From an optimization exercise on the open Yosys and OpenROAD flow, aimed at small area; shortcuts taken in it are not production practice. In this exercise RTL edits were held to simulation tests only and were not proved equivalent to the original.

===== config.mk =====
export PLATFORM = sky130hd
export DESIGN_NAME = fast
export DESIGN_NICKNAME = fast
export VERILOG_FILES = /design/flow/design.v
export SDC_FILE = /design/flow/constraint.sdc
export NUM_CORES = 4
export LEC_CHECK = 0
export CAP_MARGIN = 40
export CORE_MARGIN = 2
export CORE_UTILIZATION = 40
export CTS_BUF_LIST = sky130_fd_sc_hd__clkbuf_4
export GPL_TIMING_DRIVEN = 0
export SLEW_MARGIN = 40
export SYNTH_HIERARCHICAL = 1
export BUFFER_PORTS_ARGS = -buffer_cell sky130_fd_sc_hd__buf_1
export REMOVE_ABC_BUFFERS = 1

===== constraint.sdc =====
create_clock -name core_clock -period 12.0 [get_ports {clk}]
set_input_delay 2.4000 -clock core_clock [delete_from_list [all_inputs] [get_ports {clk}]]
set_output_delay 2.4000 -clock core_clock [all_outputs]
set_load 0.01 [all_outputs]

===== design.v =====
module fast (
   input bit clk,
   input bit rst_n,
   input logic [391:0] in_data,
   output logic [12:0] out_pixel
);
wire nc0;
wire nc1;
wire nc2;
wire nc3;
wire nc4;
wire nc5;
wire nc6;
wire x7;
wire k8;
wire s9;
wire c10;
wire s11;
wire c12;
wire s13;
wire c14;
wire s15;
wire c16;
wire s17;
wire c18;
wire s19;
wire c20;
wire s21;
wire c22;
wire a23;
wire p24;
wire d25;
wire d26;
wire d27;
wire d28;
wire d29;
wire d30;
wire d31;
wire x32;
wire k33;
wire s34;
wire c35;
wire s36;
wire c37;
wire s38;
wire c39;
wire s40;
wire c41;
wire s42;
wire c43;
wire s44;
wire c45;
wire s46;
wire c47;
wire a48;
wire p49;
wire d50;
wire d51;
wire d52;
wire d53;
wire d54;
wire d55;
wire d56;
wire x57;
wire k58;
wire s59;
wire c60;
wire s61;
wire c62;
wire s63;
wire c64;
wire s65;
wire c66;
wire s67;
wire c68;
wire s69;
wire c70;
wire s71;
wire c72;
wire a73;
wire p74;
wire d75;
wire d76;
wire d77;
wire d78;
wire d79;
wire d80;
wire d81;
wire x82;
wire k83;
wire s84;
wire c85;
wire s86;
wire c87;
wire s88;
wire c89;
wire s90;
wire c91;
wire s92;
wire c93;
wire s94;
wire c95;
wire s96;
wire c97;
wire a98;
wire p99;
wire d100;
wire d101;
wire d102;
wire d103;
wire d104;
wire d105;
wire d106;
wire x107;
wire k108;
wire s109;
wire c110;
wire s111;
wire c112;
wire s113;
wire c114;
wire s115;
wire c116;
wire s117;
wire c118;
wire s119;
wire c120;
wire s121;
wire c122;
wire a123;
wire p124;
wire d125;
wire d126;
wire d127;
wire d128;
wire d129;
wire d130;
wire d131;
wire x132;
wire k133;
wire s134;
wire c135;
wire s136;
wire c137;
wire s138;
wire c139;
wire s140;
wire c141;
wire s142;
wire c143;
wire s144;
wire c145;
wire s146;
wire c147;
wire a148;
wire p149;
wire d150;
wire d151;
wire d152;
wire d153;
wire d154;
wire d155;
wire d156;
wire x157;
wire k158;
wire s159;
wire c160;
wire s161;
wire c162;
wire s163;
wire c164;
wire s165;
wire c166;
wire s167;
wire c168;
wire s169;
wire c170;
wire s171;
wire c172;
wire a173;
wire p174;
wire d175;
wire d176;
wire d177;
wire d178;
wire d179;
wire d180;
wire d181;
wire x182;
wire k183;
wire s184;
wire c185;
wire s186;
wire c187;
wire s188;
wire c189;
wire s190;
wire c191;
wire s192;
wire c193;
wire s194;
wire c195;
wire s196;
wire c197;
wire a198;
wire p199;
wire d200;
wire d201;
wire d202;
wire d203;
wire d204;
wire d205;
wire d206;
wire x207;
wire k208;
wire s209;
wire c210;
wire s211;
wire c212;
wire s213;
wire c214;
wire s215;
wire c216;
wire s217;
wire c218;
wire s219;
wire c220;
wire s221;
wire c222;
wire a223;
wire p224;
wire d225;
wire d226;
wire d227;
wire d228;
wire d229;
wire d230;
wire d231;
wire x232;
wire k233;
wire s234;
wire c235;
wire s236;
wire c237;
wire s238;
wire c239;
wire s240;
wire c241;
wire s242;
wire c243;
wire s244;
wire c245;
wire s246;
wire c247;
wire a248;
wire p249;
wire d250;
wire d251;
wire d252;
wire d253;
wire d254;
wire d255;
wire d256;
wire x257;
wire k258;
wire s259;
wire c260;
wire s261;
wire c262;
wire s263;
wire c264;
wire s265;
wire c266;
wire s267;
wire c268;
wire s269;
wire c270;
wire s271;
wire c272;
wire a273;
wire p274;
wire d275;
wire d276;
wire d277;
wire d278;
wire d279;
wire d280;
wire d281;
wire x282;
wire k283;
wire s284;
wire c285;
wire s286;
wire c287;
wire s288;
wire c289;
wire s290;
wire c291;
wire s292;
wire c293;
wire s294;
wire c295;
wire s296;
wire c297;
wire a298;
wire p299;
wire d300;
wire d301;
wire d302;
wire d303;
wire d304;
wire d305;
wire d306;
wire x307;
wire k308;
wire s309;
wire c310;
wire s311;
wire c312;
wire s313;
wire c314;
wire s315;
wire c316;
wire s317;
wire c318;
wire s319;
wire c320;
wire s321;
wire c322;
wire a323;
wire p324;
wire d325;
wire d326;
wire d327;
wire d328;
wire d329;
wire d330;
wire d331;
wire x332;
wire k333;
wire s334;
wire c335;
wire s336;
wire c337;
wire s338;
wire c339;
wire s340;
wire c341;
wire s342;
wire c343;
wire s344;
wire c345;
wire s346;
wire c347;
wire a348;
wire p349;
wire d350;
wire d351;
wire d352;
wire d353;
wire d354;
wire d355;
wire d356;
wire x357;
wire k358;
wire s359;
wire c360;
wire s361;
wire c362;
wire s363;
wire c364;
wire s365;
wire c366;
wire s367;
wire c368;
wire s369;
wire c370;
wire s371;
wire c372;
wire a373;
wire p374;
wire d375;
wire d376;
wire d377;
wire d378;
wire d379;
wire d380;
wire d381;
wire x382;
wire k383;
wire s384;
wire c385;
wire s386;
wire c387;
wire s388;
wire c389;
wire s390;
wire c391;
wire s392;
wire c393;
wire s394;
wire c395;
wire s396;
wire c397;
wire a398;
wire p399;
wire d400;
wire d401;
wire d402;
wire d403;
wire d404;
wire d405;
wire d406;
wire s407;
wire c408;
wire s409;
wire c410;
wire s411;
wire c412;
wire s413;
wire c414;
wire s415;
wire c416;
wire s417;
wire c418;
wire s419;
wire c420;
wire s421;
wire c422;
wire s423;
wire c424;
wire s425;
wire c426;
wire s427;
wire c428;
wire s429;
wire c430;
wire s431;
wire c432;
wire s433;
wire c434;
wire s435;
wire c436;
wire s437;
wire c438;
wire s439;
wire c440;
wire s441;
wire c442;
wire s443;
wire c444;
wire s445;
wire c446;
wire s447;
wire c448;
wire s449;
wire c450;
wire s451;
wire c452;
wire s453;
wire c454;
wire s455;
wire c456;
wire s457;
wire c458;
wire s459;
wire c460;
wire s461;
wire c462;
wire s463;
wire c464;
wire s465;
wire c466;
wire s467;
wire c468;
wire s469;
wire c470;
wire s471;
wire c472;
wire s473;
wire c474;
wire s475;
wire c476;
wire s477;
wire c478;
wire s479;
wire c480;
wire s481;
wire c482;
wire s483;
wire c484;
wire s485;
wire c486;
wire s487;
wire c488;
wire s489;
wire c490;
wire s491;
wire c492;
wire s493;
wire c494;
wire s495;
wire c496;
wire s497;
wire c498;
wire s499;
wire c500;
wire s501;
wire c502;
wire s503;
wire c504;
wire s505;
wire c506;
wire s507;
wire c508;
wire s509;
wire c510;
wire s511;
wire c512;
wire s513;
wire c514;
wire s515;
wire c516;
wire s517;
wire c518;
wire s519;
wire c520;
wire s521;
wire c522;
wire s523;
wire c524;
wire s525;
wire c526;
wire s527;
wire c528;
wire s529;
wire c530;
wire s531;
wire c532;
wire s533;
wire c534;
wire s535;
wire c536;
wire s537;
wire c538;
wire s539;
wire c540;
wire s541;
wire c542;
wire s543;
wire c544;
wire s545;
wire c546;
wire s547;
wire c548;
wire s549;
wire c550;
wire s551;
wire c552;
wire s553;
wire c554;
wire s555;
wire c556;
wire s557;
wire c558;
wire s559;
wire c560;
wire s561;
wire c562;
wire s563;
wire c564;
wire s565;
wire c566;
wire s567;
wire c568;
wire s569;
wire c570;
wire s571;
wire c572;
wire s573;
wire c574;
wire s575;
wire c576;
wire s577;
wire c578;
wire s579;
wire c580;
wire s581;
wire c582;
wire s583;
wire c584;
wire s585;
wire c586;
wire s587;
wire c588;
wire s589;
wire c590;
wire s591;
wire c592;
wire s593;
wire c594;
wire s595;
wire c596;
wire s597;
wire c598;
wire s599;
wire c600;
wire s601;
wire c602;
wire s603;
wire c604;
wire s605;
wire c606;
wire s607;
wire c608;
wire s609;
wire c610;
wire s611;
wire c612;
wire s613;
wire c614;
wire s615;
wire c616;
wire s617;
wire c618;
wire s619;
wire c620;
wire s621;
wire c622;
wire s623;
wire c624;
wire s625;
wire c626;
wire s627;
wire c628;
wire s629;
wire c630;
wire s631;
wire c632;
wire s633;
wire c634;
wire s635;
wire c636;
wire s637;
wire c638;
wire s639;
wire c640;
wire s641;
wire c642;
wire s643;
wire c644;
wire s645;
wire c646;
wire s647;
wire c648;
wire s649;
wire c650;
wire s651;
wire c652;
wire s653;
wire c654;
wire s655;
wire c656;
wire s657;
wire c658;
wire s659;
wire c660;
wire s661;
wire c662;
wire s663;
wire c664;
wire s665;
wire c666;
wire s667;
wire c668;
wire s669;
wire c670;
wire s671;
wire c672;
wire s673;
wire c674;
wire s675;
wire c676;
wire s677;
wire c678;
wire s679;
wire c680;
wire s681;
wire c682;
wire s683;
wire c684;
wire s685;
wire c686;
wire s687;
wire c688;
wire s689;
wire s690;
wire c691;
wire s692;
wire c693;
wire s694;
wire c695;
wire s696;
wire s697;
wire s698;
wire s699;
wire s700;
assign nc0 = ~in_data[193];
assign nc1 = ~in_data[194];
assign nc2 = ~in_data[195];
assign nc3 = ~in_data[196];
assign nc4 = ~in_data[197];
assign nc5 = ~in_data[198];
assign nc6 = ~in_data[199];
assign x7 = in_data[192] ^ in_data[24];
nand_cell u_k8 (.a(x7), .b(in_data[192]), .y(k8));
fa_cell u_s9 (.a(nc0), .b(in_data[25]), .c(k8), .s(s9), .co(c10));
fa_cell u_s11 (.a(nc1), .b(in_data[26]), .c(c10), .s(s11), .co(c12));
fa_cell u_s13 (.a(nc2), .b(in_data[27]), .c(c12), .s(s13), .co(c14));
fa_cell u_s15 (.a(nc3), .b(in_data[28]), .c(c14), .s(s15), .co(c16));
fa_cell u_s17 (.a(nc4), .b(in_data[29]), .c(c16), .s(s17), .co(c18));
fa_cell u_s19 (.a(nc5), .b(in_data[30]), .c(c18), .s(s19), .co(c20));
fa_cell u_s21 (.a(nc6), .b(in_data[31]), .c(c20), .s(s21), .co(c22));
assign a23 = ~c22;
assign p24 = ~(c22 | x7);
assign d25 = s9 ^ a23;
assign d26 = s11 ^ a23;
assign d27 = s13 ^ a23;
assign d28 = s15 ^ a23;
assign d29 = s17 ^ a23;
assign d30 = s19 ^ a23;
assign d31 = s21 ^ a23;
assign x32 = in_data[192] ^ in_data[32];
nand_cell u_k33 (.a(x32), .b(in_data[192]), .y(k33));
fa_cell u_s34 (.a(nc0), .b(in_data[33]), .c(k33), .s(s34), .co(c35));
fa_cell u_s36 (.a(nc1), .b(in_data[34]), .c(c35), .s(s36), .co(c37));
fa_cell u_s38 (.a(nc2), .b(in_data[35]), .c(c37), .s(s38), .co(c39));
fa_cell u_s40 (.a(nc3), .b(in_data[36]), .c(c39), .s(s40), .co(c41));
fa_cell u_s42 (.a(nc4), .b(in_data[37]), .c(c41), .s(s42), .co(c43));
fa_cell u_s44 (.a(nc5), .b(in_data[38]), .c(c43), .s(s44), .co(c45));
fa_cell u_s46 (.a(nc6), .b(in_data[39]), .c(c45), .s(s46), .co(c47));
assign a48 = ~c47;
assign p49 = ~(c47 | x32);
assign d50 = s34 ^ a48;
assign d51 = s36 ^ a48;
assign d52 = s38 ^ a48;
assign d53 = s40 ^ a48;
assign d54 = s42 ^ a48;
assign d55 = s44 ^ a48;
assign d56 = s46 ^ a48;
assign x57 = in_data[192] ^ in_data[96];
nand_cell u_k58 (.a(x57), .b(in_data[192]), .y(k58));
fa_cell u_s59 (.a(nc0), .b(in_data[97]), .c(k58), .s(s59), .co(c60));
fa_cell u_s61 (.a(nc1), .b(in_data[98]), .c(c60), .s(s61), .co(c62));
fa_cell u_s63 (.a(nc2), .b(in_data[99]), .c(c62), .s(s63), .co(c64));
fa_cell u_s65 (.a(nc3), .b(in_data[100]), .c(c64), .s(s65), .co(c66));
fa_cell u_s67 (.a(nc4), .b(in_data[101]), .c(c66), .s(s67), .co(c68));
fa_cell u_s69 (.a(nc5), .b(in_data[102]), .c(c68), .s(s69), .co(c70));
fa_cell u_s71 (.a(nc6), .b(in_data[103]), .c(c70), .s(s71), .co(c72));
assign a73 = ~c72;
assign p74 = ~(c72 | x57);
assign d75 = s59 ^ a73;
assign d76 = s61 ^ a73;
assign d77 = s63 ^ a73;
assign d78 = s65 ^ a73;
assign d79 = s67 ^ a73;
assign d80 = s69 ^ a73;
assign d81 = s71 ^ a73;
assign x82 = in_data[192] ^ in_data[160];
nand_cell u_k83 (.a(x82), .b(in_data[192]), .y(k83));
fa_cell u_s84 (.a(nc0), .b(in_data[161]), .c(k83), .s(s84), .co(c85));
fa_cell u_s86 (.a(nc1), .b(in_data[162]), .c(c85), .s(s86), .co(c87));
fa_cell u_s88 (.a(nc2), .b(in_data[163]), .c(c87), .s(s88), .co(c89));
fa_cell u_s90 (.a(nc3), .b(in_data[164]), .c(c89), .s(s90), .co(c91));
fa_cell u_s92 (.a(nc4), .b(in_data[165]), .c(c91), .s(s92), .co(c93));
fa_cell u_s94 (.a(nc5), .b(in_data[166]), .c(c93), .s(s94), .co(c95));
fa_cell u_s96 (.a(nc6), .b(in_data[167]), .c(c95), .s(s96), .co(c97));
assign a98 = ~c97;
assign p99 = ~(c97 | x82);
assign d100 = s84 ^ a98;
assign d101 = s86 ^ a98;
assign d102 = s88 ^ a98;
assign d103 = s90 ^ a98;
assign d104 = s92 ^ a98;
assign d105 = s94 ^ a98;
assign d106 = s96 ^ a98;
assign x107 = in_data[192] ^ in_data[216];
nand_cell u_k108 (.a(x107), .b(in_data[192]), .y(k108));
fa_cell u_s109 (.a(nc0), .b(in_data[217]), .c(k108), .s(s109), .co(c110));
fa_cell u_s111 (.a(nc1), .b(in_data[218]), .c(c110), .s(s111), .co(c112));
fa_cell u_s113 (.a(nc2), .b(in_data[219]), .c(c112), .s(s113), .co(c114));
fa_cell u_s115 (.a(nc3), .b(in_data[220]), .c(c114), .s(s115), .co(c116));
fa_cell u_s117 (.a(nc4), .b(in_data[221]), .c(c116), .s(s117), .co(c118));
fa_cell u_s119 (.a(nc5), .b(in_data[222]), .c(c118), .s(s119), .co(c120));
fa_cell u_s121 (.a(nc6), .b(in_data[223]), .c(c120), .s(s121), .co(c122));
assign a123 = ~c122;
assign p124 = ~(c122 | x107);
assign d125 = s109 ^ a123;
assign d126 = s111 ^ a123;
assign d127 = s113 ^ a123;
assign d128 = s115 ^ a123;
assign d129 = s117 ^ a123;
assign d130 = s119 ^ a123;
assign d131 = s121 ^ a123;
assign x132 = in_data[192] ^ in_data[272];
nand_cell u_k133 (.a(x132), .b(in_data[192]), .y(k133));
fa_cell u_s134 (.a(nc0), .b(in_data[273]), .c(k133), .s(s134), .co(c135));
fa_cell u_s136 (.a(nc1), .b(in_data[274]), .c(c135), .s(s136), .co(c137));
fa_cell u_s138 (.a(nc2), .b(in_data[275]), .c(c137), .s(s138), .co(c139));
fa_cell u_s140 (.a(nc3), .b(in_data[276]), .c(c139), .s(s140), .co(c141));
fa_cell u_s142 (.a(nc4), .b(in_data[277]), .c(c141), .s(s142), .co(c143));
fa_cell u_s144 (.a(nc5), .b(in_data[278]), .c(c143), .s(s144), .co(c145));
fa_cell u_s146 (.a(nc6), .b(in_data[279]), .c(c145), .s(s146), .co(c147));
assign a148 = ~c147;
assign p149 = ~(c147 | x132);
assign d150 = s134 ^ a148;
assign d151 = s136 ^ a148;
assign d152 = s138 ^ a148;
assign d153 = s140 ^ a148;
assign d154 = s142 ^ a148;
assign d155 = s144 ^ a148;
assign d156 = s146 ^ a148;
assign x157 = in_data[192] ^ in_data[320];
nand_cell u_k158 (.a(x157), .b(in_data[192]), .y(k158));
fa_cell u_s159 (.a(nc0), .b(in_data[321]), .c(k158), .s(s159), .co(c160));
fa_cell u_s161 (.a(nc1), .b(in_data[322]), .c(c160), .s(s161), .co(c162));
fa_cell u_s163 (.a(nc2), .b(in_data[323]), .c(c162), .s(s163), .co(c164));
fa_cell u_s165 (.a(nc3), .b(in_data[324]), .c(c164), .s(s165), .co(c166));
fa_cell u_s167 (.a(nc4), .b(in_data[325]), .c(c166), .s(s167), .co(c168));
fa_cell u_s169 (.a(nc5), .b(in_data[326]), .c(c168), .s(s169), .co(c170));
fa_cell u_s171 (.a(nc6), .b(in_data[327]), .c(c170), .s(s171), .co(c172));
assign a173 = ~c172;
assign p174 = ~(c172 | x157);
assign d175 = s159 ^ a173;
assign d176 = s161 ^ a173;
assign d177 = s163 ^ a173;
assign d178 = s165 ^ a173;
assign d179 = s167 ^ a173;
assign d180 = s169 ^ a173;
assign d181 = s171 ^ a173;
assign x182 = in_data[192] ^ in_data[368];
nand_cell u_k183 (.a(x182), .b(in_data[192]), .y(k183));
fa_cell u_s184 (.a(nc0), .b(in_data[369]), .c(k183), .s(s184), .co(c185));
fa_cell u_s186 (.a(nc1), .b(in_data[370]), .c(c185), .s(s186), .co(c187));
fa_cell u_s188 (.a(nc2), .b(in_data[371]), .c(c187), .s(s188), .co(c189));
fa_cell u_s190 (.a(nc3), .b(in_data[372]), .c(c189), .s(s190), .co(c191));
fa_cell u_s192 (.a(nc4), .b(in_data[373]), .c(c191), .s(s192), .co(c193));
fa_cell u_s194 (.a(nc5), .b(in_data[374]), .c(c193), .s(s194), .co(c195));
fa_cell u_s196 (.a(nc6), .b(in_data[375]), .c(c195), .s(s196), .co(c197));
assign a198 = ~c197;
assign p199 = ~(c197 | x182);
assign d200 = s184 ^ a198;
assign d201 = s186 ^ a198;
assign d202 = s188 ^ a198;
assign d203 = s190 ^ a198;
assign d204 = s192 ^ a198;
assign d205 = s194 ^ a198;
assign d206 = s196 ^ a198;
assign x207 = in_data[192] ^ in_data[360];
nand_cell u_k208 (.a(x207), .b(in_data[192]), .y(k208));
fa_cell u_s209 (.a(nc0), .b(in_data[361]), .c(k208), .s(s209), .co(c210));
fa_cell u_s211 (.a(nc1), .b(in_data[362]), .c(c210), .s(s211), .co(c212));
fa_cell u_s213 (.a(nc2), .b(in_data[363]), .c(c212), .s(s213), .co(c214));
fa_cell u_s215 (.a(nc3), .b(in_data[364]), .c(c214), .s(s215), .co(c216));
fa_cell u_s217 (.a(nc4), .b(in_data[365]), .c(c216), .s(s217), .co(c218));
fa_cell u_s219 (.a(nc5), .b(in_data[366]), .c(c218), .s(s219), .co(c220));
fa_cell u_s221 (.a(nc6), .b(in_data[367]), .c(c220), .s(s221), .co(c222));
assign a223 = ~c222;
assign p224 = ~(c222 | x207);
assign d225 = s209 ^ a223;
assign d226 = s211 ^ a223;
assign d227 = s213 ^ a223;
assign d228 = s215 ^ a223;
assign d229 = s217 ^ a223;
assign d230 = s219 ^ a223;
assign d231 = s221 ^ a223;
assign x232 = in_data[192] ^ in_data[352];
nand_cell u_k233 (.a(x232), .b(in_data[192]), .y(k233));
fa_cell u_s234 (.a(nc0), .b(in_data[353]), .c(k233), .s(s234), .co(c235));
fa_cell u_s236 (.a(nc1), .b(in_data[354]), .c(c235), .s(s236), .co(c237));
fa_cell u_s238 (.a(nc2), .b(in_data[355]), .c(c237), .s(s238), .co(c239));
fa_cell u_s240 (.a(nc3), .b(in_data[356]), .c(c239), .s(s240), .co(c241));
fa_cell u_s242 (.a(nc4), .b(in_data[357]), .c(c241), .s(s242), .co(c243));
fa_cell u_s244 (.a(nc5), .b(in_data[358]), .c(c243), .s(s244), .co(c245));
fa_cell u_s246 (.a(nc6), .b(in_data[359]), .c(c245), .s(s246), .co(c247));
assign a248 = ~c247;
assign p249 = ~(c247 | x232);
assign d250 = s234 ^ a248;
assign d251 = s236 ^ a248;
assign d252 = s238 ^ a248;
assign d253 = s240 ^ a248;
assign d254 = s242 ^ a248;
assign d255 = s244 ^ a248;
assign d256 = s246 ^ a248;
assign x257 = in_data[192] ^ in_data[288];
nand_cell u_k258 (.a(x257), .b(in_data[192]), .y(k258));
fa_cell u_s259 (.a(nc0), .b(in_data[289]), .c(k258), .s(s259), .co(c260));
fa_cell u_s261 (.a(nc1), .b(in_data[290]), .c(c260), .s(s261), .co(c262));
fa_cell u_s263 (.a(nc2), .b(in_data[291]), .c(c262), .s(s263), .co(c264));
fa_cell u_s265 (.a(nc3), .b(in_data[292]), .c(c264), .s(s265), .co(c266));
fa_cell u_s267 (.a(nc4), .b(in_data[293]), .c(c266), .s(s267), .co(c268));
fa_cell u_s269 (.a(nc5), .b(in_data[294]), .c(c268), .s(s269), .co(c270));
fa_cell u_s271 (.a(nc6), .b(in_data[295]), .c(c270), .s(s271), .co(c272));
assign a273 = ~c272;
assign p274 = ~(c272 | x257);
assign d275 = s259 ^ a273;
assign d276 = s261 ^ a273;
assign d277 = s263 ^ a273;
assign d278 = s265 ^ a273;
assign d279 = s267 ^ a273;
assign d280 = s269 ^ a273;
assign d281 = s271 ^ a273;
assign x282 = in_data[192] ^ in_data[224];
nand_cell u_k283 (.a(x282), .b(in_data[192]), .y(k283));
fa_cell u_s284 (.a(nc0), .b(in_data[225]), .c(k283), .s(s284), .co(c285));
fa_cell u_s286 (.a(nc1), .b(in_data[226]), .c(c285), .s(s286), .co(c287));
fa_cell u_s288 (.a(nc2), .b(in_data[227]), .c(c287), .s(s288), .co(c289));
fa_cell u_s290 (.a(nc3), .b(in_data[228]), .c(c289), .s(s290), .co(c291));
fa_cell u_s292 (.a(nc4), .b(in_data[229]), .c(c291), .s(s292), .co(c293));
fa_cell u_s294 (.a(nc5), .b(in_data[230]), .c(c293), .s(s294), .co(c295));
fa_cell u_s296 (.a(nc6), .b(in_data[231]), .c(c295), .s(s296), .co(c297));
assign a298 = ~c297;
assign p299 = ~(c297 | x282);
assign d300 = s284 ^ a298;
assign d301 = s286 ^ a298;
assign d302 = s288 ^ a298;
assign d303 = s290 ^ a298;
assign d304 = s292 ^ a298;
assign d305 = s294 ^ a298;
assign d306 = s296 ^ a298;
assign x307 = in_data[192] ^ in_data[168];
nand_cell u_k308 (.a(x307), .b(in_data[192]), .y(k308));
fa_cell u_s309 (.a(nc0), .b(in_data[169]), .c(k308), .s(s309), .co(c310));
fa_cell u_s311 (.a(nc1), .b(in_data[170]), .c(c310), .s(s311), .co(c312));
fa_cell u_s313 (.a(nc2), .b(in_data[171]), .c(c312), .s(s313), .co(c314));
fa_cell u_s315 (.a(nc3), .b(in_data[172]), .c(c314), .s(s315), .co(c316));
fa_cell u_s317 (.a(nc4), .b(in_data[173]), .c(c316), .s(s317), .co(c318));
fa_cell u_s319 (.a(nc5), .b(in_data[174]), .c(c318), .s(s319), .co(c320));
fa_cell u_s321 (.a(nc6), .b(in_data[175]), .c(c320), .s(s321), .co(c322));
assign a323 = ~c322;
assign p324 = ~(c322 | x307);
assign d325 = s309 ^ a323;
assign d326 = s311 ^ a323;
assign d327 = s313 ^ a323;
assign d328 = s315 ^ a323;
assign d329 = s317 ^ a323;
assign d330 = s319 ^ a323;
assign d331 = s321 ^ a323;
assign x332 = in_data[192] ^ in_data[112];
nand_cell u_k333 (.a(x332), .b(in_data[192]), .y(k333));
fa_cell u_s334 (.a(nc0), .b(in_data[113]), .c(k333), .s(s334), .co(c335));
fa_cell u_s336 (.a(nc1), .b(in_data[114]), .c(c335), .s(s336), .co(c337));
fa_cell u_s338 (.a(nc2), .b(in_data[115]), .c(c337), .s(s338), .co(c339));
fa_cell u_s340 (.a(nc3), .b(in_data[116]), .c(c339), .s(s340), .co(c341));
fa_cell u_s342 (.a(nc4), .b(in_data[117]), .c(c341), .s(s342), .co(c343));
fa_cell u_s344 (.a(nc5), .b(in_data[118]), .c(c343), .s(s344), .co(c345));
fa_cell u_s346 (.a(nc6), .b(in_data[119]), .c(c345), .s(s346), .co(c347));
assign a348 = ~c347;
assign p349 = ~(c347 | x332);
assign d350 = s334 ^ a348;
assign d351 = s336 ^ a348;
assign d352 = s338 ^ a348;
assign d353 = s340 ^ a348;
assign d354 = s342 ^ a348;
assign d355 = s344 ^ a348;
assign d356 = s346 ^ a348;
assign x357 = in_data[192] ^ in_data[64];
nand_cell u_k358 (.a(x357), .b(in_data[192]), .y(k358));
fa_cell u_s359 (.a(nc0), .b(in_data[65]), .c(k358), .s(s359), .co(c360));
fa_cell u_s361 (.a(nc1), .b(in_data[66]), .c(c360), .s(s361), .co(c362));
fa_cell u_s363 (.a(nc2), .b(in_data[67]), .c(c362), .s(s363), .co(c364));
fa_cell u_s365 (.a(nc3), .b(in_data[68]), .c(c364), .s(s365), .co(c366));
fa_cell u_s367 (.a(nc4), .b(in_data[69]), .c(c366), .s(s367), .co(c368));
fa_cell u_s369 (.a(nc5), .b(in_data[70]), .c(c368), .s(s369), .co(c370));
fa_cell u_s371 (.a(nc6), .b(in_data[71]), .c(c370), .s(s371), .co(c372));
assign a373 = ~c372;
assign p374 = ~(c372 | x357);
assign d375 = s359 ^ a373;
assign d376 = s361 ^ a373;
assign d377 = s363 ^ a373;
assign d378 = s365 ^ a373;
assign d379 = s367 ^ a373;
assign d380 = s369 ^ a373;
assign d381 = s371 ^ a373;
assign x382 = in_data[192] ^ in_data[16];
nand_cell u_k383 (.a(x382), .b(in_data[192]), .y(k383));
fa_cell u_s384 (.a(nc0), .b(in_data[17]), .c(k383), .s(s384), .co(c385));
fa_cell u_s386 (.a(nc1), .b(in_data[18]), .c(c385), .s(s386), .co(c387));
fa_cell u_s388 (.a(nc2), .b(in_data[19]), .c(c387), .s(s388), .co(c389));
fa_cell u_s390 (.a(nc3), .b(in_data[20]), .c(c389), .s(s390), .co(c391));
fa_cell u_s392 (.a(nc4), .b(in_data[21]), .c(c391), .s(s392), .co(c393));
fa_cell u_s394 (.a(nc5), .b(in_data[22]), .c(c393), .s(s394), .co(c395));
fa_cell u_s396 (.a(nc6), .b(in_data[23]), .c(c395), .s(s396), .co(c397));
assign a398 = ~c397;
assign p399 = ~(c397 | x382);
assign d400 = s384 ^ a398;
assign d401 = s386 ^ a398;
assign d402 = s388 ^ a398;
assign d403 = s390 ^ a398;
assign d404 = s392 ^ a398;
assign d405 = s394 ^ a398;
assign d406 = s396 ^ a398;
fa_cell u_s407 (.a(x107), .b(x132), .c(x157), .s(s407), .co(c408));
fa_cell u_s409 (.a(x182), .b(x207), .c(x232), .s(s409), .co(c410));
fa_cell u_s411 (.a(x257), .b(x282), .c(x307), .s(s411), .co(c412));
fa_cell u_s413 (.a(x32), .b(x332), .c(x357), .s(s413), .co(c414));
fa_cell u_s415 (.a(x382), .b(x57), .c(x7), .s(s415), .co(c416));
fa_cell u_s417 (.a(x82), .b(s407), .c(s409), .s(s417), .co(c418));
fa_cell u_s419 (.a(s411), .b(s413), .c(s415), .s(s419), .co(c420));
fa_cell u_s421 (.a(c408), .b(c410), .c(c412), .s(s421), .co(c422));
fa_cell u_s423 (.a(c414), .b(c416), .c(c418), .s(s423), .co(c424));
fa_cell u_s425 (.a(c420), .b(s421), .c(s423), .s(s425), .co(c426));
fa_cell u_s427 (.a(s425), .b(p124), .c(p149), .s(s427), .co(c428));
fa_cell u_s429 (.a(p174), .b(p199), .c(p224), .s(s429), .co(c430));
fa_cell u_s431 (.a(p24), .b(p249), .c(p274), .s(s431), .co(c432));
fa_cell u_s433 (.a(p299), .b(p324), .c(p349), .s(s433), .co(c434));
fa_cell u_s435 (.a(p374), .b(p399), .c(p49), .s(s435), .co(c436));
fa_cell u_s437 (.a(p74), .b(p99), .c(d100), .s(s437), .co(c438));
fa_cell u_s439 (.a(d125), .b(d150), .c(d175), .s(s439), .co(c440));
fa_cell u_s441 (.a(d200), .b(d225), .c(d25), .s(s441), .co(c442));
fa_cell u_s443 (.a(d250), .b(d275), .c(d300), .s(s443), .co(c444));
fa_cell u_s445 (.a(d325), .b(d350), .c(d375), .s(s445), .co(c446));
fa_cell u_s447 (.a(d400), .b(d50), .c(d75), .s(s447), .co(c448));
fa_cell u_s449 (.a(s427), .b(s429), .c(s431), .s(s449), .co(c450));
fa_cell u_s451 (.a(s433), .b(s435), .c(s437), .s(s451), .co(c452));
fa_cell u_s453 (.a(s439), .b(s441), .c(s443), .s(s453), .co(c454));
fa_cell u_s455 (.a(s445), .b(s447), .c(s449), .s(s455), .co(c456));
ha_cell u_s457 (.a(s451), .b(s453), .s(s457), .co(c458));
fa_cell u_s459 (.a(c422), .b(c424), .c(c426), .s(s459), .co(c460));
fa_cell u_s461 (.a(s459), .b(d101), .c(d126), .s(s461), .co(c462));
fa_cell u_s463 (.a(d151), .b(d176), .c(d201), .s(s463), .co(c464));
fa_cell u_s465 (.a(d226), .b(d251), .c(d26), .s(s465), .co(c466));
fa_cell u_s467 (.a(d276), .b(d301), .c(d326), .s(s467), .co(c468));
fa_cell u_s469 (.a(d351), .b(d376), .c(d401), .s(s469), .co(c470));
fa_cell u_s471 (.a(d51), .b(d76), .c(c428), .s(s471), .co(c472));
fa_cell u_s473 (.a(c430), .b(c432), .c(c434), .s(s473), .co(c474));
fa_cell u_s475 (.a(c436), .b(c438), .c(c440), .s(s475), .co(c476));
fa_cell u_s477 (.a(c442), .b(c444), .c(c446), .s(s477), .co(c478));
fa_cell u_s479 (.a(c448), .b(s461), .c(s463), .s(s479), .co(c480));
fa_cell u_s481 (.a(s465), .b(s467), .c(s469), .s(s481), .co(c482));
fa_cell u_s483 (.a(c450), .b(s471), .c(s473), .s(s483), .co(c484));
fa_cell u_s485 (.a(c452), .b(c454), .c(s475), .s(s485), .co(c486));
fa_cell u_s487 (.a(s477), .b(s479), .c(s481), .s(s487), .co(c488));
fa_cell u_s489 (.a(c456), .b(s483), .c(c458), .s(s489), .co(c490));
ha_cell u_s491 (.a(s485), .b(s487), .s(s491), .co(c492));
fa_cell u_s493 (.a(c460), .b(d102), .c(d127), .s(s493), .co(c494));
fa_cell u_s495 (.a(d152), .b(d177), .c(d202), .s(s495), .co(c496));
fa_cell u_s497 (.a(d227), .b(d252), .c(d27), .s(s497), .co(c498));
fa_cell u_s499 (.a(d277), .b(d302), .c(d327), .s(s499), .co(c500));
fa_cell u_s501 (.a(d352), .b(d377), .c(d402), .s(s501), .co(c502));
fa_cell u_s503 (.a(d52), .b(d77), .c(c462), .s(s503), .co(c504));
fa_cell u_s505 (.a(c464), .b(c466), .c(c468), .s(s505), .co(c506));
fa_cell u_s507 (.a(c470), .b(s493), .c(s495), .s(s507), .co(c508));
fa_cell u_s509 (.a(s497), .b(s499), .c(s501), .s(s509), .co(c510));
fa_cell u_s511 (.a(c472), .b(c474), .c(c476), .s(s511), .co(c512));
fa_cell u_s513 (.a(c478), .b(c480), .c(c482), .s(s513), .co(c514));
fa_cell u_s515 (.a(s503), .b(s505), .c(s507), .s(s515), .co(c516));
fa_cell u_s517 (.a(s509), .b(c484), .c(c486), .s(s517), .co(c518));
fa_cell u_s519 (.a(s511), .b(c488), .c(s513), .s(s519), .co(c520));
fa_cell u_s521 (.a(s515), .b(c490), .c(c492), .s(s521), .co(c522));
ha_cell u_s523 (.a(s517), .b(s519), .s(s523), .co(c524));
fa_cell u_s525 (.a(d103), .b(d128), .c(d153), .s(s525), .co(c526));
fa_cell u_s527 (.a(d178), .b(d203), .c(d228), .s(s527), .co(c528));
fa_cell u_s529 (.a(d253), .b(d278), .c(d28), .s(s529), .co(c530));
fa_cell u_s531 (.a(d303), .b(d328), .c(d353), .s(s531), .co(c532));
fa_cell u_s533 (.a(d378), .b(d403), .c(d53), .s(s533), .co(c534));
fa_cell u_s535 (.a(d78), .b(c494), .c(c496), .s(s535), .co(c536));
fa_cell u_s537 (.a(c498), .b(c500), .c(c502), .s(s537), .co(c538));
fa_cell u_s539 (.a(s525), .b(s527), .c(s529), .s(s539), .co(c540));
fa_cell u_s541 (.a(s531), .b(s533), .c(c504), .s(s541), .co(c542));
fa_cell u_s543 (.a(c506), .b(c508), .c(c510), .s(s543), .co(c544));
fa_cell u_s545 (.a(s535), .b(s537), .c(s539), .s(s545), .co(c546));
fa_cell u_s547 (.a(c512), .b(c514), .c(s541), .s(s547), .co(c548));
fa_cell u_s549 (.a(c516), .b(s543), .c(s545), .s(s549), .co(c550));
fa_cell u_s551 (.a(c518), .b(c520), .c(s547), .s(s551), .co(c552));
fa_cell u_s553 (.a(s549), .b(c522), .c(c524), .s(s553), .co(c554));
fa_cell u_s555 (.a(d104), .b(d129), .c(d154), .s(s555), .co(c556));
fa_cell u_s557 (.a(d179), .b(d204), .c(d229), .s(s557), .co(c558));
fa_cell u_s559 (.a(d254), .b(d279), .c(d29), .s(s559), .co(c560));
fa_cell u_s561 (.a(d304), .b(d329), .c(d354), .s(s561), .co(c562));
fa_cell u_s563 (.a(d379), .b(d404), .c(d54), .s(s563), .co(c564));
fa_cell u_s565 (.a(d79), .b(c526), .c(c528), .s(s565), .co(c566));
fa_cell u_s567 (.a(c530), .b(c532), .c(c534), .s(s567), .co(c568));
fa_cell u_s569 (.a(s555), .b(s557), .c(s559), .s(s569), .co(c570));
fa_cell u_s571 (.a(s561), .b(s563), .c(c536), .s(s571), .co(c572));
fa_cell u_s573 (.a(c538), .b(c540), .c(s565), .s(s573), .co(c574));
fa_cell u_s575 (.a(s567), .b(s569), .c(c542), .s(s575), .co(c576));
fa_cell u_s577 (.a(c544), .b(s571), .c(c546), .s(s577), .co(c578));
fa_cell u_s579 (.a(s573), .b(c548), .c(s575), .s(s579), .co(c580));
fa_cell u_s581 (.a(c550), .b(s577), .c(c552), .s(s581), .co(c582));
ha_cell u_s583 (.a(s579), .b(c554), .s(s583), .co(c584));
fa_cell u_s585 (.a(d105), .b(d130), .c(d155), .s(s585), .co(c586));
fa_cell u_s587 (.a(d180), .b(d205), .c(d230), .s(s587), .co(c588));
fa_cell u_s589 (.a(d255), .b(d280), .c(d30), .s(s589), .co(c590));
fa_cell u_s591 (.a(d305), .b(d330), .c(d355), .s(s591), .co(c592));
fa_cell u_s593 (.a(d380), .b(d405), .c(d55), .s(s593), .co(c594));
fa_cell u_s595 (.a(d80), .b(c556), .c(c558), .s(s595), .co(c596));
fa_cell u_s597 (.a(c560), .b(c562), .c(c564), .s(s597), .co(c598));
fa_cell u_s599 (.a(s585), .b(s587), .c(s589), .s(s599), .co(c600));
fa_cell u_s601 (.a(s591), .b(s593), .c(c566), .s(s601), .co(c602));
fa_cell u_s603 (.a(c568), .b(c570), .c(s595), .s(s603), .co(c604));
fa_cell u_s605 (.a(s597), .b(s599), .c(c572), .s(s605), .co(c606));
fa_cell u_s607 (.a(c574), .b(s601), .c(s603), .s(s607), .co(c608));
fa_cell u_s609 (.a(c576), .b(s605), .c(c578), .s(s609), .co(c610));
fa_cell u_s611 (.a(s607), .b(c580), .c(s609), .s(s611), .co(c612));
ha_cell u_s613 (.a(c582), .b(c584), .s(s613), .co(c614));
fa_cell u_s615 (.a(d106), .b(d131), .c(d156), .s(s615), .co(c616));
fa_cell u_s617 (.a(d181), .b(d206), .c(d231), .s(s617), .co(c618));
fa_cell u_s619 (.a(d256), .b(d281), .c(d306), .s(s619), .co(c620));
fa_cell u_s621 (.a(d31), .b(d331), .c(d356), .s(s621), .co(c622));
fa_cell u_s623 (.a(d381), .b(d406), .c(d56), .s(s623), .co(c624));
fa_cell u_s625 (.a(d81), .b(c586), .c(c588), .s(s625), .co(c626));
fa_cell u_s627 (.a(c590), .b(c592), .c(c594), .s(s627), .co(c628));
fa_cell u_s629 (.a(s615), .b(s617), .c(s619), .s(s629), .co(c630));
fa_cell u_s631 (.a(s621), .b(s623), .c(c596), .s(s631), .co(c632));
fa_cell u_s633 (.a(c598), .b(c600), .c(s625), .s(s633), .co(c634));
fa_cell u_s635 (.a(s627), .b(s629), .c(c602), .s(s635), .co(c636));
fa_cell u_s637 (.a(c604), .b(s631), .c(s633), .s(s637), .co(c638));
fa_cell u_s639 (.a(c606), .b(s635), .c(c608), .s(s639), .co(c640));
fa_cell u_s641 (.a(s637), .b(c610), .c(s639), .s(s641), .co(c642));
ha_cell u_s643 (.a(c612), .b(s641), .s(s643), .co(c644));
fa_cell u_s645 (.a(c616), .b(c618), .c(c620), .s(s645), .co(c646));
fa_cell u_s647 (.a(c622), .b(c624), .c(c626), .s(s647), .co(c648));
fa_cell u_s649 (.a(c628), .b(c630), .c(s645), .s(s649), .co(c650));
fa_cell u_s651 (.a(c632), .b(c634), .c(s647), .s(s651), .co(c652));
fa_cell u_s653 (.a(s649), .b(c636), .c(c638), .s(s653), .co(c654));
fa_cell u_s655 (.a(s651), .b(c640), .c(s653), .s(s655), .co(c656));
ha_cell u_s657 (.a(c642), .b(s655), .s(s657), .co(c658));
fa_cell u_s659 (.a(c646), .b(c648), .c(c650), .s(s659), .co(c660));
fa_cell u_s661 (.a(c652), .b(s659), .c(c654), .s(s661), .co(c662));
ha_cell u_s663 (.a(c656), .b(s661), .s(s663), .co(c664));
ha_cell u_s665 (.a(c660), .b(c662), .s(s665), .co(c666));
ha_cell u_s667 (.a(s417), .b(s419), .s(s667), .co(c668));
fa_cell u_s669 (.a(c668), .b(s455), .c(s457), .s(s669), .co(c670));
fa_cell u_s671 (.a(s489), .b(c670), .c(s491), .s(s671), .co(c672));
fa_cell u_s673 (.a(s521), .b(c672), .c(s523), .s(s673), .co(c674));
fa_cell u_s675 (.a(s551), .b(s553), .c(c674), .s(s675), .co(c676));
fa_cell u_s677 (.a(s581), .b(s583), .c(c676), .s(s677), .co(c678));
fa_cell u_s679 (.a(s611), .b(s613), .c(c678), .s(s679), .co(c680));
fa_cell u_s681 (.a(c614), .b(s643), .c(c680), .s(s681), .co(c682));
ha_cell u_s683 (.a(c644), .b(s657), .s(s683), .co(c684));
fa_cell u_s685 (.a(c658), .b(s663), .c(c684), .s(s685), .co(c686));
fa_cell u_s687 (.a(c664), .b(s665), .c(c686), .s(s687), .co(c688));
assign s689 = c666 ^ c688;
assign s690 = ~(c644 ^ s657);
assign c691 = c644 | s657;
fa_cell u_s692 (.a(c658), .b(s663), .c(c691), .s(s692), .co(c693));
fa_cell u_s694 (.a(c664), .b(s665), .c(c693), .s(s694), .co(c695));
assign s696 = c666 ^ c695;
assign s697 = c682 ? s690 : s683;
assign s698 = c682 ? s692 : s685;
assign s699 = c682 ? s694 : s687;
assign s700 = c682 ? s696 : s689;
wire [15:0] B = {c397, c372, c347, c322, c297, c272, c247, c222, c197, c172, c147, c122, c97, c72, c47, c22};
wire [11:0] S = {s700, s699, s698, s697, s681, s679, s677, s675, s673, s671, s669, s667};
wire is_corner;
corner_cell u_corner (.b(B), .y(is_corner));
always_ff @(posedge clk) begin
   if (~rst_n) out_pixel <= '0;
   else        out_pixel <= is_corner ? {1'b0, S} : '0;
end
endmodule
module fa_cell (input a, input b, input c, output s, output co);
assign {co, s} = {1'b0, a} + {1'b0, b} + {1'b0, c};
endmodule
module ha_cell (input a, input b, output s, output co);
assign {co, s} = {1'b0, a} + {1'b0, b};
endmodule
module corner_cell (input [15:0] b, output y);
wire [15:0] a = ~b;
wire [15:0] a2 = b & {b[0], b[15:1]};
wire [15:0] a4 = a2 & {a2[1:0], a2[15:2]};
wire [15:0] a8 = a4 & {a4[3:0], a4[15:4]};
wire [15:0] b2 = a & {a[0], a[15:1]};
wire [15:0] b4 = b2 & {b2[1:0], b2[15:2]};
wire [15:0] b8 = b4 & {b4[3:0], b4[15:4]};
assign y = (|(a8 & {a8[0], a8[15:1]})) | (|(b8 & {b8[0], b8[15:1]}));
endmodule
module inv_cell (input a, output y);
assign y = ~a;
endmodule
module nand_cell (input a, input b, output y);
assign y = ~(a & b);
endmodule
module or_cell (input a, input b, output y);
assign y = a | b;
endmodule

===== flow/run.sh =====
#!/bin/bash
set -euo pipefail
cat >> config.mk <<'EOT'
export BUFFER_PORTS_ARGS = -buffer_cell sky130_fd_sc_hd__buf_1
export REMOVE_ABC_BUFFERS = 1
EOT
bash standard.sh > flow_make.log 2>&1

===== standard.sh =====
#!/bin/bash
# synth_recipe.tcl (not shown) runs the flow's synth.tcl, then flattens the netlist and writes it again
# the make line also repeats each setting of config.mk as NAME=value (left out here)
make -C /OpenROAD-flow-scripts/flow DESIGN_CONFIG=/design/flow/config.mk WORK_HOME=/design/flow/orfs CLKGATE_MAP_FILE= SYNTH_SCRIPT=/design/flow/synth_recipe.tcl "${@:-finish}"

==> out/qor.yml, run 1 <==
numCtsBuffers: 3
synthCells: 526
finalHoldViolations: 0
synth-seq-area-share: 0.0338
grt_pass1_wl_mm: 29.6
status: "timing/DRC/antenna clean"
grt_start_max_net_pins: 28
postCtsSetupBuffers: 0
hold_path.class: "primary input to flop"
grt_pass1_vias: 5297
ys_warn_count: 7
drtIter0Drc: 242
fin_tns_setup_ns: 0
path_max_fanout: 27
io_pins: 407
synth_top_area_frac: 0.687
cts.repair.resized: 0
syn_avg_cell_area_um2: 13.5
die_w_um: 137
core_area_um2: 17400
required_ns: 12.20
row_count: 48
die_y_um: 137
critical_path_arrival_ns: 11.72
final_util: 0.454
tritoncts: "built"
totalWireLength_mm: 19.0
worstMarginPinSlew_ns: 0.897
drive_above_1_share: 0.0243
slew_headroom: 0.400
post-dp-hpwl_mm: 17.6
cts_max_level: 1
grt_setup_unrepaired: "no"
postCtsHoldBufs: 0
antenna_found_initial: 2
max_flop_register: "out_pixel"
start_kind: "primary input"
viasPerCell: 5.02
setup-violations-final: 0
fin_nets: 1310
yosys-top-cells-area: "fa_1 (69%), xnor2_1 (14%), dfxtp_1 (3.4%)"
ys_types: 38
syn-cell-area_um2: 7110
initial_core_util: 0.410
ys_ff_latch: 12
remaining_drc_errors: 0
nFillCells: 1626
drv_slew: 0
wl_per_cell_um: 21.5
syn_to_final_growth_pct: 10.8
via_count: 4447
track_usage: 0.215
maxCapViolations: 0
period_share: 0.961
largest_reg_flops: 12
root_buffer: "clkbuf_4"
path_class: "primary input to flop"
cts_buffer_depth: 2
gp_congestion: 0.864
overflow: 0
max_freq_ghz: 0.0868
ys_async_sr_fraction: 0
io_buffers: 149
clk_pin_slew_ns: 0.07
dieArea_um2: 18900
synth_edf_count: 0
reg_top3: "out_pixel x12"
fin_crit_ns: 11.53
dr.pass1.iters: 5
synthFlopType: "dfxtp_1"
synth.largest_area_cell: "fa_1"
endpoint_kind: "flop"
antenna_left: 0
cts_sinks: 12
==> logic make-up after synthesis <==
family | after synthesis | share of synthesized area
buffers and inverters | 31 | 0.0231
DFF | 12 | 0.0338
xor gates and xnor gates | 128 | 0.159
muxes | 4 | 0.00563
other | 1 | 0.000528
and+or+nand+nor | 69 | 0.0454
adders and majority gates | 256 | 0.708
AOI/OAI and AO/OA | 25 | 0.0245
==> critical path: stages <==
cell and delay [ns]:
buf_2 0.18, buf_12 0.22, xor2_1 0.33, nand2_1 0.12
fa_1 0.43, fa_1 0.41, fa_1 0.39, fa_1 0.39
fa_1 0.41, fa_1 0.41, fa_1 0.71, nor2_1 0.28
fa_1 0.50, fa_1 0.45, fa_1 0.62, fa_1 0.47
fa_1 0.46, fa_1 0.42, fa_1 0.40, fa_1 0.39
fa_1 0.39, fa_1 0.49, mux2i_1 0.22, mux2i_1 0.22
==> Yosys cell counts, drive strengths merged, types with 2 or more instances <==
cell type / n
xnor2: 112
ha: 12
o211ai: 2
dfxtp: 12
and3: 8
and4: 2
o211a: 2
a21oi: 10
nand3: 3
nand2: 20
mux2i: 4
nand2b: 2
o22ai: 2
xor2: 16
clkbuf: 2
buf: 19
fa: 244
nand4: 4
nor2: 25
inv: 10
nor4: 2
==> per-module statistics from Yosys, one instance, submodules excluded <==
| module | copies in the design | cells inside |
|---|---|---|
| fast | 1 | 209 |
| ha_cell | 11 | 1 |
| corner_cell | 1 | 46 |
| nand_cell | 16 | 1 |
| fa_cell | 244 | 1 |
==> stage by stage <==
step / area, um2 / setup WS [ns] / hold WS, ns / std cells
after floorplan: 6980 / 1.11 / 2.55 / 505
after global placement: 7820 / -0.638 / 2.79 / 879
after detailed placement: 7840 / 0.0789 / 2.79 / 880
after CTS: 7870 / 0.386 / 2.54 / 884
after global routing: 7880 / 0.129 / 2.60 / 884
final: 7880 / 0.474 / 2.56 / 885
==> path summary, 6_finish.rpt <==
path	depth (start not counted)	startpoint	slack, ns	endpoint
max	24	in_data[192]	0.47	out_pixel[11]
min	3	rst_n	2.56	out_pixel[8]
==> layer usage <==
layer,wire [um],part of all wire,vias up,global-route usage
met4,208,0.011,2,0.0223
met5,16,0.00084,-,0
met1,8250,0.43,2344,0.307
li1,-,-,1905,-
met3,986,0.052,18,0.0224
met2,9530,0.50,178,0.369
==> placed cells by master, fill, tap and decap left out, drive strengths merged, types with 4 or more instances in the layout <==
cell type    n
fa         244
buf        150
xnor2      112
nor2        25
nand2       20
xor2        16
ha          12
dfxtp       12
a21oi       10
inv         10
and3         8
mux2i        4
nand4        4
==> layout make-up <==
cell class / count / area [um2] / share of cell area
clock buffers: 3 / 22.5 / 0.00286
diodes: 1 / 2.50 / 0.000318
repair buffers: 150 / 581 / 0.0737
well taps: 225 / 282 / 0.0357
multi-input cells: 483 / 6710 / 0.852
inverters: 10 / 37.5 / 0.00476
flip-flops and latches: 12 / 240 / 0.0305
clock inverters: 1 / 3.75 / 0.000476
==> run 2: changes to the inputs <==
==> flow/run.sh (replaced) <==
#!/bin/bash
set -euo pipefail
cat >> config.mk <<'EOT'
export BUFFER_PORTS_ARGS = -buffer_cell sky130_fd_sc_hd__buf_1
export REMOVE_ABC_BUFFERS = 1
EOT
RES=orfs/results/$FLOW_PLATFORM/fast/base
bash standard.sh synth > flow_synth.log 2>&1
cp $RES/1_2_yosys.v flow_synth_netlist.v
python3 flow/downsize.py $FLOW_HOME/platforms/$FLOW_PLATFORM/lib/sky130_fd_sc_hd__tt_025C_1v80.lib $RES/1_2_yosys.v > flow_downsize.log 2>&1
touch $RES/1_2_yosys.v
bash standard.sh > flow_make.log 2>&1
==> flow/downsize.py (new file) <==
#!/usr/bin/env python3
"""Set every combinational cell of the synthesized netlist to the smallest
variant of its cell family (same function and pins, e.g. a21oi_2 -> a21oi_1).
The layout flow's own repair then upsizes only where timing, slew or load need
it. Flip-flops and don't-use cells are left alone. Usage: downsize.py LIB NETLIST"""
import re, sys

lib_path, net_path = sys.argv[1], sys.argv[2]
lib = open(lib_path).read()

area, pins, dontuse = {}, {}, set()
for m in re.finditer(r'cell \("(sky130_fd_sc_hd__\w+)"\)\s*\{', lib):
    name = m.group(1)
    end = lib.find('\n    cell (', m.end())
    blk = lib[m.end(): end if end > 0 else len(lib)]
    a = re.search(r'\barea\s*:\s*([\d.]+)', blk)
    if a:
        area[name] = float(a.group(1))
    pins[name] = tuple(sorted(re.findall(r'pin \("(\w+)"\)', blk)))
    if re.search(r'dont_use\s*:\s*true', blk):
        dontuse.add(name)

fam = {}
for name in area:
    m = re.match(r'(sky130_fd_sc_hd__\w+?)_(\d+)$', name)
    if m:
        fam.setdefault((m.group(1), pins[name]), []).append(name)

def smallest(cell):
    m = re.match(r'(sky130_fd_sc_hd__\w+?)_(\d+)$', cell)
    if not m or cell not in area:
        return cell
    base = m.group(1)
    if re.search(r'__(df|dl|sdf|edf|conb|clk|tap|fill|decap|diode)', cell):
        return cell
    cands = [c for c in fam.get((base, pins[cell]), []) if c not in dontuse]
    if not cands:
        return cell
    return min(cands, key=lambda c: (area[c], int(c.rsplit('_', 1)[1])))

net = open(net_path).read()
count = 0
def sub(m):
    global count
    new = smallest(m.group(1))
    if new != m.group(1):
        count += 1
    return new + m.group(2)
net = re.sub(r'\b(sky130_fd_sc_hd__\w+)(\s+\S+\s*\()', sub, net)
open(net_path, 'w').write(net)
print(f"downsize.py: {count} cells set to their smallest variant")
==> run 2 against run 1 <==
  * Still clean on timing, DRC and antenna
  * Die area fell by 0.84%
  * Flip-flop and latch count did not move
  * Critical path depth did not move
  * Critical path type unchanged
  * Critical endpoint unchanged
==> out/qor.yml, run 2 <==
finalHoldViolations: 0  # unchanged
synth.largest_area_cell: "fa_1"  # unchanged
ys_warn_count: 7  # unchanged
fin_nets: 1310  # unchanged
cts_max_level: 1  # unchanged
die_y_um: 137  # about the same
die_w_um: 137  # about the same
fin_crit_ns: 11.43  # was 11.53 ns
slew_headroom: 0.443  # was 0.400
largest_reg_flops: 12  # unchanged
ys_types: 38  # unchanged
layout_commonest_cell: "fa_1"  # unchanged
place_ws_ns: 0.171  # was 0.0789 ns
hold_path.class: "primary input to flop"  # unchanged
overflow: 0  # unchanged
ys_ff_latch: 12  # unchanged
cts_buffer_depth: 2  # unchanged
dieArea_um2: 18700  # was 18900 um2
post-dp-hpwl_mm: 17.4  # was 17.6 mm
row_count: 48  # unchanged
clk_pin_slew_ns: 0.06  # was 0.07 ns
tritoncts: "built"  # unchanged
synthCells: 526  # unchanged
postCtsSetupBuffers: 0  # unchanged
fin_cells: 885  # unchanged
critical_path_arrival_ns: 11.62  # was 11.72 ns
syn-cell-area_um2: 7050  # was 7110 um2
initial_core_util: 0.409  # was 0.410
yosys-top-cells-area: "fa_1 (69%), xnor2_1 (14%), dfxtp_1 (3.4%)"  # unchanged
antenna_left: 0  # unchanged
reg_top3: "out_pixel x12"  # unchanged
yosysMostFrequentCell: "fa_1"  # unchanged
drive_above_1_share: 0.0258  # was 0.0243
synth-seq-area-share: 0.0338  # unchanged
cts.repair.resized: 0  # unchanged
path_class: "primary input to flop"  # unchanged
required_ns: 12.19  # was 12.20 ns
wl_per_cell_um: 21.1  # was 21.5 um
status: "timing/DRC/antenna clean"  # unchanged
crit_buf_inv: 2  # unchanged
path_max_fanout: 27  # unchanged
fin_tns_setup_ns: 0  # unchanged
dr.pass1.iters: 5  # unchanged
drv_slew: 0  # unchanged
via_count: 4500  # was 4447
io_buffers: 149  # unchanged
place_inst: 880  # unchanged
maxCapViolations: 0  # unchanged
setup_ws_ns: 0.572  # was 0.474 ns
grt_start_max_net_pins: 28  # unchanged
ys_async_sr_fraction: 0  # unchanged
gp_congestion: 0.874  # was 0.864
layout_common_cells: "fa_1 (240), buf_1 (148), xnor2_1 (112), nor2_1 (25), nand2_1 (20)"  # was fa_1 (242), buf_1 (148), xnor2_1 (112), nor2_1 (25), nand2_1 (20)
numCtsBuffers: 3  # unchanged
worstMarginPinSlew_ns: 0.833  # was 0.897 ns
synth_chip_area_um2: 7110
cts_sinks: 12  # unchanged
cp_top_family: "adder cells"  # unchanged
grt_pass1_vias: 5419  # was 5297
period_share: 0.952  # was 0.961
crit_top_cell: "fa_1"  # unchanged
io_pins: 407  # unchanged
max_stage_delay_ns: 0.72  # was 0.71 ns
drtIter0Drc: 318  # was 242
remaining_drc_errors: 0  # unchanged
grt_setup_unrepaired: "no"  # unchanged
syn_avg_cell_area_um2: 13.4  # was 13.5 um2
endpoint_kind: "flop"  # unchanged
synth_commonest_cells: "fa_1 (244), xnor2_1 (112), nor2_1 (25)"  # unchanged
grt_pass1_wl_mm: 30.0  # was 29.6 mm
syn_to_final_growth_pct: 11.8  # was 10.8%
postCtsHoldBufs: 0  # unchanged
synthFlopType: "dfxtp_1"  # unchanged
viasPerCell: 5.08  # was 5.02
totalWireLength_mm: 18.7  # was 19.0 mm
crit_slowest_cell: "fa_1"  # unchanged
setup-violations-final: 0  # unchanged
synth_edf_count: 0  # unchanged
start_kind: "primary input"  # unchanged
track_usage: 0.218  # was 0.215
antenna_found_initial: 2  # unchanged
max_flop_register: "out_pixel"  # unchanged
root_buffer: "clkbuf_4"  # unchanged
core_area_um2: 17200  # was 17400 um2
crit_chain: "buf_2, buf_16, xor2_1, nand2_1, fa_1, fa_1, fa_1, fa_1, fa_1, fa_1, fa_1, nor2_1, fa_1, fa_1, fa_1, fa_1, fa_1, fa_1, fa_1, fa_1, fa_1, fa_1, mux2i_1, mux2i_1"  # was buf_2, buf_12, xor2_1, nand2_1, fa_1, fa_1, fa_1, fa_1, fa_1, fa_1, fa_1, nor2_1, fa_1, fa_1, fa_1, fa_1, fa_1, fa_1, fa_1, fa_1, fa_1, fa_1, mux2i_1, mux2i_1
max_freq_ghz: 0.0875  # was 0.0868 GHz
synth_top_area_frac: 0.687  # unchanged
-- run 2: modules after synthesis, one instance, submodules excluded --
module       cells inside  cell area, um2
corner_cell            46             285
fa_cell                 1            20.0
fast                  209            1740
ha_cell                 1            12.5
nand_cell               1            3.75
-- run 2: layer usage --
layer	share of wire	up-vias	track usage
li1	-	1908	-
met1	0.41	2350	0.303
met2	0.49	210	0.364
met3	0.070	32	0.0333
met4	0.024	0	0.0498
met5	0	-	0
-- run 2: cells by family after synthesis --
logic type	count (synthesis)	share of synthesized area
adders and majority gates	256	0.708
xor gates and xnor gates	128	0.159
and+or+nand+nor	69	0.0454
buffers and inverters	31	0.0231
AOI/OAI and AO/OA	25	0.0245
DFF	12	0.0338
muxes	4	0.00563
other	1	0.000528
-- run 2: cell type report --
cell class,instances,area [um2]
antenna,2,5.00
clock buffer,3,22.5
fill,1630,9360
inverter,10,37.5
multi-input combinational,483,6710
sequential,12,240
tap,225,282
timing repair buffer,150,588
-- run 2: worst paths after layout --
path	slack, ns	to	cells past startpoint	start
setup / recovery	0.57	out_pixel[11]	24	in_data[192]
hold / removal	2.56	out_pixel[11]	3	rst_n
-- run 2: stage by stage --
| step | hold WS [ns] | instance area, um2 | utilization |
|---|---|---|---|
| detailed placement | 2.79 | 7840 | 0.455 |
| CTS | 2.54 | 7860 | 0.456 |
| floorplan | 2.55 | 6970 | - |
| finish | 2.56 | 7880 | 0.457 |
| global placement | 2.79 | 7810 | 0.453 |
| global route | 2.60 | 7880 | 0.457 |

## separate check: timing with driven ports
In the flow no input, the clock included, has a driving cell. The finished layouts below were timed again as built, in two steps. Step 1, drivers: a clkbuf_16 drives clk and a buf_2 each remaining input, both assumed. Step 2 also shifts input and output timing later by t, the mid clock arrival at the registers, as if the neighbouring blocks saw the same clock. a / b / c = ideal ports / drivers / drivers and shift; a / b = the first two.
run	shift t [ns]	slack for setup (ns)	worst data-port slew with drivers (ns)
run 1	0.286	0.474 / 0.468 / 0.181	0.09
run 2	0.290	0.572 / 0.572 / 0.282	0.10
After both steps every run listed still meets setup and hold. For run 1, which loses most, drivers alone change the setup slack by -0.006 ns; drivers and shift together by -0.293 ns.
